From an optimization exercise on the open Yosys and OpenROAD flow, aimed at small area and a short achievable clock period; shortcuts taken in it are not production practice.
At most, simulation tests tie the RTL to the original design; equivalence was not proved.

## the baseline
## pbit_lattice
module pbit_lattice (
    input  wire        clk,
    input  wire        rst,         
    input  wire        run,         
    input  wire [31:0] seed_mix,    
    input  wire        cfg_we,      
    input  wire [6:0]  cfg_addr,    
    input  wire [5:0]  cfg_wdata,   
    output wire [26:0] s            
);
For scale: ~9,000 cells after synthesis, ~76 I/O pins, about 85,000 um^2 of cells after synthesis.
export LEC_CHECK = 0
export CAP_MARGIN = 20
export CORE_MARGIN = 2
export CORE_UTILIZATION = 55
export CTS_CLUSTER_DIAMETER = 80
export CTS_CLUSTER_SIZE = 24
export SLEW_MARGIN = 20
export SYNTH_HIERARCHICAL = 1
export SYNTH_MINIMUM_KEEP_SIZE = 0
export TNS_END_PERCENT = 10
create_clock -name core_clock -period 10.0 [get_ports {clk}]
standard.sh (not shown) runs the stock make flow with config.mk's settings and CLKGATE_MAP_FILE= SYNTH_SCRIPT=/design/flow/synth_recipe.tcl, a recipe that flattens the netlist after the stock synthesis.
==> flow/flow/run.sh <==
#!/bin/bash
# The standard layout (the standard.sh, unchanged synthesis and steps),
# with timing repair aimed at a 3.5 ns period: setup slack margin 6.5 ns
# against the design's 10 ns clock. All of make's output goes to
# standard.log.
set -euo pipefail
bash standard.sh SETUP_SLACK_MARGIN=6.5 finish > standard.log 2>&1
Inputs modified between the baseline and the candidate:
- setting SETUP_SLACK_MARGIN to 5 for the first time
- removing TNS_END_PERCENT (formerly 10)
==> flow/run.sh (new file) <==
#!/bin/bash
# synth_recipe.tcl (not shown) runs the flow's synth.tcl, then flattens the netlist and writes it again
# the make line also repeats each setting of config.mk as NAME=value (left out here)
make -C /OpenROAD-flow-scripts/flow DESIGN_CONFIG=/design/flow/config.mk WORK_HOME=/design/flow/orfs CLKGATE_MAP_FILE= SYNTH_SCRIPT=/design/flow/synth_recipe.tcl finish
removed: flow/flow/run.sh
removed: flow/standard.sh
[summary]
Any difference in multi-input gate share of total cell area between the candidate and the baseline is small enough to ignore.
Of the baseline and the candidate, the baseline shows the higher critical path depth, with the candidate below it.
Comparing the baseline and the candidate, sequential share of layout area is lower on the baseline.
Comparing the baseline with the candidate, the number of cells in the design after placement came out essentially unchanged.
Min routed wire length on met3 across the baseline and the candidate: the candidate

========
Another version of the RTL of pbit_lattice (not shown whole).
For scale: roughly 8,100 cells after synthesis, ~1,600 flip-flops, roughly 76 I/O pins.
clock: 10.0 ns
lec_check: 0
cap_margin: 20
core_margin: 2
core_utilization: 55
cts_cluster_diameter: 100
cts_cluster_size: 30
setup_slack_margin: 5
slew_margin: 20
synth_hierarchical: 1
synth_minimum_keep_size: 0
run.sh (not shown) runs the stock make flow with config.mk's settings and CLKGATE_MAP_FILE= SYNTH_SCRIPT=/design/flow/synth_recipe.tcl, a recipe that flattens the netlist after the stock synthesis.
Stock flow here: none of the scripts above is used.
Next try:
==> flow/flow/run.sh (new file) <==
#!/bin/bash
# The standard layout (the standard.sh, unchanged synthesis and steps),
# with timing repair aimed at a 4 ns period: setup slack margin 6 ns against
# the design's 10 ns clock. All of make's output goes to standard.log.
set -euo pipefail
bash standard.sh SETUP_SLACK_MARGIN=6 finish > standard.log 2>&1
==> flow/standard.sh (new file) <==
#!/bin/bash
# synth_recipe.tcl (not shown) runs the flow's synth.tcl, then flattens the netlist and writes it again
# the make line also repeats each setting of config.mk as NAME=value (left out here)
make -C /OpenROAD-flow-scripts/flow DESIGN_CONFIG=/design/flow/config.mk WORK_HOME=/design/flow/orfs CLKGATE_MAP_FILE= SYNTH_SCRIPT=/design/flow/synth_recipe.tcl "${@:-finish}"
- CTS_CLUSTER_DIAMETER: 100 -> 80
- CTS_CLUSTER_SIZE: 30 -> 24
- SETUP_SLACK_MARGIN: 5 -> not set
- TNS_END_PERCENT: not set -> 10
removed: flow/run.sh
Cell count increases by a few percent.
Worst setup slack is better by 390 ps.
Die area stays the same.
Routed wire length came out higher by a few percent.
Hold slack loses 8.1 ps.

========
JK:
pbit_lattice again, from the RTL that the note above started with.
export LEC_CHECK = 0
export CAP_MARGIN = 20
export CORE_MARGIN = 2
export CORE_UTILIZATION = 55
export CTS_CLUSTER_DIAMETER = 80
export CTS_CLUSTER_SIZE = 24
export SLEW_MARGIN = 20
export SYNTH_HIERARCHICAL = 1
export SYNTH_MINIMUM_KEEP_SIZE = 0
export TNS_END_PERCENT = 10
create_clock -name core_clock -period 10.0 [get_ports {clk}]
standard.sh (not shown) runs the stock make flow with config.mk's settings and CLKGATE_MAP_FILE= SYNTH_SCRIPT=/design/flow/synth_recipe.tcl, a recipe that flattens the netlist after the stock synthesis.
==> flow/flow/run.sh <==
#!/bin/bash
# The standard layout (the standard.sh, unchanged synthesis and steps),
# with timing repair aimed at a 3.7 ns period: setup slack margin 6.3 ns against
# the design's 10 ns clock. All of make's output goes to standard.log.
set -euo pipefail
bash standard.sh SETUP_SLACK_MARGIN=6.3 finish > standard.log 2>&1
#### Input delta (MS over JK)
- a change of CORE_UTILIZATION from 55 to 65
- an added SETUP_SLACK_MARGIN of 5
- a deleted TNS_END_PERCENT that had been 10
==> flow/run.sh (new file) <==
#!/bin/bash
# synth_recipe.tcl (not shown) runs the flow's synth.tcl, then flattens the netlist and writes it again
# the make line also repeats each setting of config.mk as NAME=value (left out here)
make -C /OpenROAD-flow-scripts/flow DESIGN_CONFIG=/design/flow/config.mk WORK_HOME=/design/flow/orfs CLKGATE_MAP_FILE= SYNTH_SCRIPT=/design/flow/synth_recipe.tcl finish
removed: flow/flow/run.sh
removed: flow/standard.sh
## What came out
- JK | status: complete | timing, DRC, antenna: pass
- MS went all the way through the flow, and no timing, DRC or antenna check failed.
- [MS] maximum achievable frequency fell about 8% relative to JK
- MS against JK: worst setup slack after placement shows an increase of 0.22 ns, overall routing resource usage higher, wire length of the first global-routing pass went down 2.5%.
- As of MS, cell count after placement had fallen by a few percent compared to JK.
- Multi-input combinational cell area was lower in MS than in JK.
Input changes introduced in AL (baseline for comparison: MS):
- TNS_END_PERCENT now 10, previously not set
- PLACE_DENSITY now 0.7, previously not set
- SETUP_SLACK_MARGIN no longer set, was 5
- CORE_UTILIZATION now 55, was 65
==> flow/flow/run.sh (new file) <==
#!/bin/bash
# The standard layout (the standard.sh, unchanged synthesis and steps),
# with timing repair aimed at a 4 ns period: setup slack margin 6 ns against
# the design's 10 ns clock. All of make's output goes to standard.log.
set -euo pipefail
bash standard.sh SETUP_SLACK_MARGIN=6 finish > standard.log 2>&1
==> flow/standard.sh (new file) <==
#!/bin/bash
# synth_recipe.tcl (not shown) runs the flow's synth.tcl, then flattens the netlist and writes it again
# the make line also repeats each setting of config.mk as NAME=value (left out here)
make -C /OpenROAD-flow-scripts/flow DESIGN_CONFIG=/design/flow/config.mk WORK_HOME=/design/flow/orfs CLKGATE_MAP_FILE= SYNTH_SCRIPT=/design/flow/synth_recipe.tcl "${@:-finish}"
removed: flow/run.sh
Run comparison: MS slowest library cell on the worst path sky130_fd_sc_hd__a222oi_1; AL slowest library cell on the worst path sky130_fd_sc_hd__or4_4
Critical path class: reg -> reg -> AL, reg -> out -> MS
Sort MS and AL by highest clock rate desc -> top: AL
Delta (AL minus MS): actual transition at the worst max-transition pin decreased 0.0099 ns; finished layout cell area increased about 6%.

========
pbit_lattice, a different RTL version from the one above (not shown whole).
Size: about 1,700 flip-flops, about 0.083 sq mm of cells after synthesis.
## pbit_lattice
module pbit_lattice (
    input  wire        clk,
    input  wire        rst,         
    input  wire        run,         
    input  wire [31:0] seed_mix,    
    input  wire        cfg_we,      
    input  wire [6:0]  cfg_addr,    
    input  wire [5:0]  cfg_wdata,   
    output wire [26:0] s            
);
localparam L = 3;
localparam N = L*L*L;
localparam [N*RNG_bit_width-1:0] SEEDS = {
        32'h55724a8a,
        32'hafa2d07c,
        32'h1121a14d,
        32'h8fde5639,
        32'h132a29cf,
        32'h27cd95a0,
        32'h26af91d1,
        32'ha71dba49,
        32'h5552da89,
        32'hdab4fcb8,
        32'h093f36eb,
        32'h8eca7365,
        32'h7965c0fe,
        32'h4d317c68,
        32'h022dd18d,
        32'h3c7ba9e3,
        32'h8be9794d,
        32'h3c95ad20,
        32'h819ed6b6,
        32'he7158a80,
        32'h21f64544,
        32'he06c85af,
        32'hbaec4ef7,
        32'h02ff349d,
        32'h4f876aa3,
        32'h9c2b9d9f,
        32'h2ae75e2e
};
reg [2:0] ph;
always @(posedge clk) begin
    if (rst) ph <= 3'b001;
    else ph <= {ph[1:0], ph[2]};
end
reg first;
always @(posedge clk) first <= rst;
reg [j_bit_width-1:0]   Js [0:3*N-1];    
reg [h_bit_width-1:0]   hs [0:N-1];
reg [RNG_bit_width-1:0] rs [0:N-1];
reg [N-1:0]             ss0, ss1, ss2;
wire [4*N-1:0] dec;
genvar a;
generate
for (a = 0; a < 4*N; a = a + 1) begin : gdec
    assign dec[a] = cfg_we && (cfg_addr == a);
end
endgenerate
wire [5:0] wd0 = rst ? 6'd0 : cfg_wdata;
wire [5:0] wd1 = ~wd0;
wire [31:0] rmixn1 = ~({32{rst}} & seed_mix);    
wire [31:0] rmixn0 = ~({32{rst}} & ~seed_mix);   
wire s_en   = run & ~rst;
wire s_keep = ~run & ~rst;
genvar x, y, z, d, b;
generate
for (z = 0; z < L; z = z + 1) begin : gz
  for (y = 0; y < L; y = y + 1) begin : gy
    localparam integer UA  = (L - (y+z)%L) % L;
    localparam integer A   = UA + L*y + L*L*z;
    localparam integer XP  = (UA+1)%L + L*y + L*L*z;
    localparam integer XM  = (UA+L-1)%L + L*y + L*L*z;
    localparam integer YP  = UA + L*((y+1)%L) + L*L*z;
    localparam integer YM  = UA + L*((y+L-1)%L) + L*L*z;
    localparam integer ZP  = UA + L*y + L*L*((z+1)%L);
    localparam integer ZM  = UA + L*y + L*L*((z+L-1)%L);
    wire s_d0, s_d1, s_d2;     
  ...
==> flow/config.mk <==
export PLATFORM = sky130hd
export DESIGN_NAME = pbit_lattice
export DESIGN_NICKNAME = pbit_lattice
export VERILOG_FILES = /design/flow/design.v
export SDC_FILE = /design/flow/constraint.sdc
export NUM_CORES = 4
export LEC_CHECK = 0
export CAP_MARGIN = 20
export CORE_MARGIN = 2
export CORE_UTILIZATION = 55
export CTS_CLUSTER_DIAMETER = 80
export CTS_CLUSTER_SIZE = 24
export SLEW_MARGIN = 20
export SYNTH_HIERARCHICAL = 1
export SYNTH_MINIMUM_KEEP_SIZE = 0
==> flow/constraint.sdc <==
create_clock -name core_clock -period 10.0 [get_ports {clk}]
set_input_delay 2.0000 -clock core_clock [delete_from_list [all_inputs] [get_ports {clk}]]
set_output_delay 2.0000 -clock core_clock [all_outputs]
set_load 0.01 [all_outputs]
==> flow/flow/run.sh <==
#!/bin/bash
# The standard layout (the standard.sh, unchanged synthesis and steps),
# with timing repair aimed at a 4 ns period: setup slack margin 6 ns against
# the design's 10 ns clock. All of make's output goes to standard.log.
set -euo pipefail
bash standard.sh SETUP_SLACK_MARGIN=6 finish > standard.log 2>&1
The first run finished with timing, DRC and antenna clean.
==> next run, changes <==
==> flow/run.sh (new file) <==
#!/bin/bash
# synth_recipe.tcl (not shown) runs the flow's synth.tcl, then flattens the netlist and writes it again
# the make line also repeats each setting of config.mk as NAME=value (left out here)
make -C /OpenROAD-flow-scripts/flow DESIGN_CONFIG=/design/flow/config.mk WORK_HOME=/design/flow/orfs CLKGATE_MAP_FILE= SYNTH_SCRIPT=/design/flow/synth_recipe.tcl finish
Settings changed: SETUP_SLACK_MARGIN set to 5.
removed: flow/flow/run.sh
removed: flow/standard.sh
What happened:
- die area stays the same
- worst setup slack is worse by 0.33 ns
- worst hold slack gets better by 0.0091 ns
- core utilization came out lower by 2.1 points
- global-route usage went down by 1.5 points
- routed wire length shrinks by 4.5%
- synthesized area is unchanged
- clock-buffer cell count is lower by 3
- flip-flop and latch count stays the same
- final area fell by 3.4%
Function was not checked in any run of this note: the RTL went through the layout flow alone.

==> afterwards: timing with drivers on the ports <==
In the flow no input, the clock included, has a driving cell. The finished layouts below were timed again as built, in two steps.
Step 1 sets driving cells, clkbuf_16 on the clock port and buf_2 on the other inputs (assumed; they add their load-dependent delay and slew).
Step 2 times the ports against the registers' clock, not the clock port: input delays grow and output delays shrink by t, the midpoint of the rising clock arrivals with the driver on.
Three values: ideal ports, drivers, drivers and shift; two values: the first two.
run	t, ns	setup WS [ns]	pins driven straight from the clock port
the baseline	0.832	5.728 / 5.656 / 5.135	1
the candidate	0.799	4.901 / 4.929 / 4.130	1
the first run of note 2	0.800	5.114 / 5.114 / 4.463	1
the second run of note 2	0.797	5.504 / 5.504 / 4.986	1
JK	0.822	5.399 / 5.399 / 5.069	1
MS	0.811	4.988 / 4.902 / 4.249	1
AL	0.830	5.501 / 5.501 / 4.886	1
the first run of note 4	0.835	5.371 / 5.371 / 5.042	1
the second run of note 4	0.823	5.038 / 4.977 / 4.364	1
After both steps every run listed still meets setup and hold. For the candidate, which loses most, drivers alone change the setup slack by +0.028 ns; drivers and shift together by -0.771 ns.
